From an optimization exercise on the open Yosys and OpenROAD flow, aimed at small area, a short achievable clock period and few clock cycles; shortcuts taken in it are not production practice. The RTL was checked by simulation tests, not by an equivalence proof against the original design. Power is estimated from default activity; no workload was simulated.

### flow/run.sh
#!/bin/bash
# synth_recipe.tcl (not shown) runs the flow's synth.tcl, then flattens the netlist and writes it again
# the make line also repeats each setting of config.mk as NAME=value (left out here)
make -C /OpenROAD-flow-scripts/flow DESIGN_CONFIG=/design/flow/config.mk WORK_HOME=/design/flow/orfs CLKGATE_MAP_FILE= SYNTH_SCRIPT=/design/flow/synth_recipe.tcl finish
### flow/config.mk
export PLATFORM = sky130hd
export DESIGN_NAME = fibonacci
export DESIGN_NICKNAME = fibonacci
export VERILOG_FILES = /design/flow/design.v
export SDC_FILE = /design/flow/constraint.sdc
export NUM_CORES = 4
export LEC_CHECK = 0
export CAP_MARGIN = 20
export CORE_MARGIN = 2
export CORE_UTILIZATION = 40
export SLEW_MARGIN = 20
### flow/constraint.sdc
create_clock -name core_clock -period 5.0 [get_ports {clk_i}]
set_input_delay 1.0000 -clock core_clock [delete_from_list [all_inputs] [get_ports {clk_i}]]
set_output_delay 1.0000 -clock core_clock [all_outputs]
set_load 0.01 [all_outputs]
### flow/design.v
module fibonacci (
    input  logic        clk_i,
    input  logic        rst_ni,
    input  logic        start_i,
    input  logic [31:0] n_i,
    output logic [31:0] result_o,
    output logic        busy_o
);
    logic [31:0] counter, counter_next;
    logic [31:0] a, a_next;
    logic [31:0] result_next;
    typedef enum logic {
        IDLE,
        CALC
    } state_t;
    state_t state, next_state;
    always_ff @(posedge clk_i or negedge rst_ni) begin
        if (!rst_ni) begin
            state     <= IDLE;
            counter   <= 32'd0;
            a         <= 32'd0;
            result_o  <= 32'd0;
        end else begin
            state     <= next_state;
            counter   <= counter_next;
            a         <= a_next;
            result_o  <= result_next;
        end
    end
    always_comb begin
        next_state   = state;
        counter_next = counter;
        a_next       = a;
        result_next  = result_o;
        case (state)
            IDLE: begin
                if (start_i) begin
                    counter_next = 32'd2;
                    a_next       = 32'd0;
                    result_next  = 32'd1;
                    next_state   = CALC;
                    if (n_i < 32'd2) begin
                        result_next = n_i;
                    end
                end
            end
            CALC: begin
                result_next  = a + result_o;
                a_next       = result_o;
                counter_next = counter + 1;
                if (counter >= n_i) begin
                    next_state = IDLE;
                end
            end
            default: begin
                next_state = IDLE;
            end
        endcase
    end
    assign busy_o = (state == CALC);
endmodule
==> results.txt <==
==> state kept, by name (all words and copies together), names as in the netlist <==
| signal | cells |
|---|---|
| counter | 32 |
| result_o | 32 |
| a | 32 |
| state | 1 |
==> power breakdown <==
part | total [mW] | switching (mW) | leakage (nW) | internal, mW
clock | 0.662 | 0.299 | 0.139 | 0.363
sequential | 1.41 | 0.290 | 1.22 | 1.12
combinational | 3.14 | 1.67 | 2.11 | 1.47
total | 5.21 | 2.26 | 3.47 | 2.96
==> layout make-up <==
type                            count  area, sq um
Fill cell                        1527         8280
Multi-Input combinational cell    538         3750
Sequential cell                    97         2430
Timing Repair Buffer               73          713
Tap cell                          216          270
Clock buffer                       13          260
Inverter                           43          161
Clock inverter                      3         15.0
==> layer usage <==
layer	global-route usage, %	vias to the layer above	wire, um
li1	-	2740	-
met1	25.5	2645	7620
met2	32.0	122	7660
met3	2.55	17	623
met4	5.92	0	233
met5	0	-	0
==> kinds of logic after synthesis <==
family                     count (synthesis)  share of synthesized area, %
DFF                                       97                          37.4
buffers and inverters                     77                          4.69
AOI/OAI and AO/OA                        213                          22.9
and+or+nand+nor                          224                          17.3
adders and majority gates                 65                          12.7
muxes                                      9                          1.41
xor gates and xnor gates                  27                          3.65
==> worst paths after layout <==
check	start	endpoint	slack (ps)
max in group asynchronous	rst_ni	state	3250
setup / recovery	result_o[0]	result_o[30]	1870
hold reg to reg	a[27]	a[27]	500
setup reg to reg	result_o[0]	result_o[30]	1870
hold / removal	a[27]	a[27]	500
min in group asynchronous	rst_ni	counter[9]	730
==> cells in the final DEF, fill, tap and decap left out, types with 6 or more instances in the layout <==
cell type         n
a22o_1           34
o21ai_0          41
a31oi_1           9
o31ai_1           6
and2_1            7
clkbuf_16         9
nor2_1           27
nand2_1          79
and3_1           12
xor2_1           14
o22ai_1          16
clkdlybuf4s50_1  66
dfrtp_1          96
ha_1             64
nor3_1            6
a21oi_1          32
nor4_1            9
o211ai_1         10
inv_1            42
buf_4             7
nor2b_1           9
nand4_1          20
a21o_1           22
nand3_1          33
mux2i_1           8
xnor2_1          13
==> Yosys cell counts (3+ instances only) <==
cell type | number | area, sq um
nor4_1 | 9 | 56.3
o21ai_1 | 4 | 20.0
ha_1 | 64 | 801
a21oi_1 | 32 | 160
a31oi_1 | 9 | 56.3
o22ai_1 | 16 | 100
a21o_1 | 22 | 165
nand2b_1 | 3 | 18.8
nor2_1 | 28 | 105
and3_1 | 12 | 75.1
nor2b_1 | 9 | 56.3
nand4_1 | 20 | 125
o31ai_1 | 6 | 45.0
a31o_2 | 5 | 43.8
a22o_1 | 34 | 298
o21ai_0 | 41 | 205
dfrtp_1 | 97 | 2430
o21a_1 | 5 | 37.5
a2111oi_0 | 3 | 26.3
o211ai_1 | 10 | 75.1
inv_1 | 43 | 161
nand2_1 | 79 | 297
clkbuf_1 | 25 | 93.8
xnor2_1 | 13 | 114
and2_1 | 7 | 43.8
and4_1 | 5 | 43.8
mux2i_1 | 8 | 80.1
nand3_1 | 33 | 165
or3_1 | 4 | 25.0
buf_2 | 6 | 30.0
nor3_1 | 6 | 30.0
xor2_1 | 14 | 123
or2_2 | 3 | 18.8
==> per-stage QoR <==
stage / hold slack [ps] / cell area [sq um]
2_1_floorplan: 456 / 6480
3_3_place_gp: 487 / 7330
3_5_place_dp: 488 / 7330
4_1_cts: 509 / 7600
5_1_grt: 522 / 7600
6_report: 503 / 7600
==> results.txt <==
- Synthesized cell area: 6480 sq um
- Final Max Slew Viols: 0
- Async SR Flop Fraction: 100%
- Row cnt: 46
- DRT iter0 DRCs: 375
- Layout area overhead: 17.3%
- Period Utilization, post-route: 62.6%
- Critical Path Stages: 10
- Overall die height: 131 um
- Crit. End Element: flop
- Final hold vios: 0
- Final setup vio count: 0
- EDFF count, synth: 0
- Routed len/inst: 16.4 um
- TritonCTS clock tree: built
- YS warnings: 1
- Worst rel slew slack: 46.4%
- Post-cts sizing count: 0
- Num Clock Sinks: 97
- Synthesized net count: 812
- # DRC: 0
- H-tree levels: 3
- Clk pin slew, worst setup/hold paths: 60 ps
- Largest net degree at the start of global routing: 67
- Global route total overflow: 0
- Startpoint Class: flop
- Io pins: 68
- Via Count: 5524
- Hold Path Depth: 1
- Crit path DAT: 3350 ps
- Cell area power density: 686 nW/um^2
- Worst-path fanout max: 4
- Initial antenna violation count: 0
- # nets final: 862
- Hold Path Class: reg -> reg
- Core area: 15900 sq um
- P_leak: 3.47 nW
- Max-cap violation count: 0
- CTS Buf Count: 9
- Setup CP Type: reg -> reg
- Non-Filler Instances: 983
- First-pass GRT wire length: 27.2 mm
- Avg Vias per Cell: 5.62
- Avg Cell Area, Syn: 9.10 sq um
- Worst Skew: 10.1 ps
- Worst setup margin: 1870 ps
- Post-Route Setup TNS: 0 ps
- Power Total: 5.21 mW
- Layout cell share with drive strength beyond 1: 5.48%
- Layout Utilization: 47.9%
- Yosys reg bits: 97
- Vias in the first global route: 5449
- Initial Util: 40.8%
- Die Area: 17200 sq um
- Worst slew pin tran: 804 ps
- IO buf count: 67
- Critical Path RT: 5230 ps
- Final HPWL DP: 11.5 mm
- Worst reg2reg path depth: 10
- Largest stage delay, worst path: 430 ps
- Antenna Nets Post-Route: 0
- RSZ-0062 raised after global routing: false
- Placement Setup Slack: 1550 ps
- Status: timing/DRC/antenna clean
- Hold Buf Count CTS: 0
- Clock latency (worst-skew pair): 360 ps
- Crit path time final: 3130 ps
- RePlAce Congestion: 0.852
- Count of different cell masters after synthesis: 62
- Share of the yosys chip area belonging to registers: 37.4%
- Root buffer cell: clkbuf_16
- Primary FF master, synth: dfrtp_1
- Worst path top cell family by delay: compound AO/OA/AOI/OAI gates
- Placed insts: 967
- Detailed-route wire length: 16.1 mm
- Overall routing resource usage: 19.0%
- Crit-path cells: ha_1 -> fa_1 -> a21oi_1 -> o211ai_1 -> a211oi_2 -> o2111ai_1 -> a311oi_2 -> o21a_1 -> nor4_1 -> nand3b_1
- Maximum root-to-sink buffer count: 2
- 1st-pass router iterations: 5
- Fmax: 0.320 GHz
- Die width: 131 um
- Max stage delay cell, worst path: dfrtp_1
- Max VDD drop: 389 uV
- Syn Inst Count: 712
- Ant diodes: 0
- Postcts setup bufs: 0
- Worst Path Buf+Inv: 0
Testbench counts, summed over its fixed seeds: cycles 261,695.

## what the ideal ports hide
How much do the figures lean on ideal ports? The routed layout below was timed once more, with nothing changed but the port constraints.
Step 1 sets driving cells, clkbuf_16 on the clock port and buf_2 on the other inputs (assumed; they add their load-dependent delay and slew).
Step 2 moves the port delays by t, midway between the first and last clock arrival at a register: inputs arrive t later, outputs are due t later. That takes back most of the time a late clock gives input paths.
Three values: no drivers, after step 1, after step 2; two values: the first two.
t, ns: 0.387
slack for setup (ns): 1.872 / 1.872 / 1.516
worst setup path after step 2: input to register
After both steps setup and hold are still met in this run. The setup slack of this run moves by 0.000 ns with the drivers and by -0.356 ns with both steps.
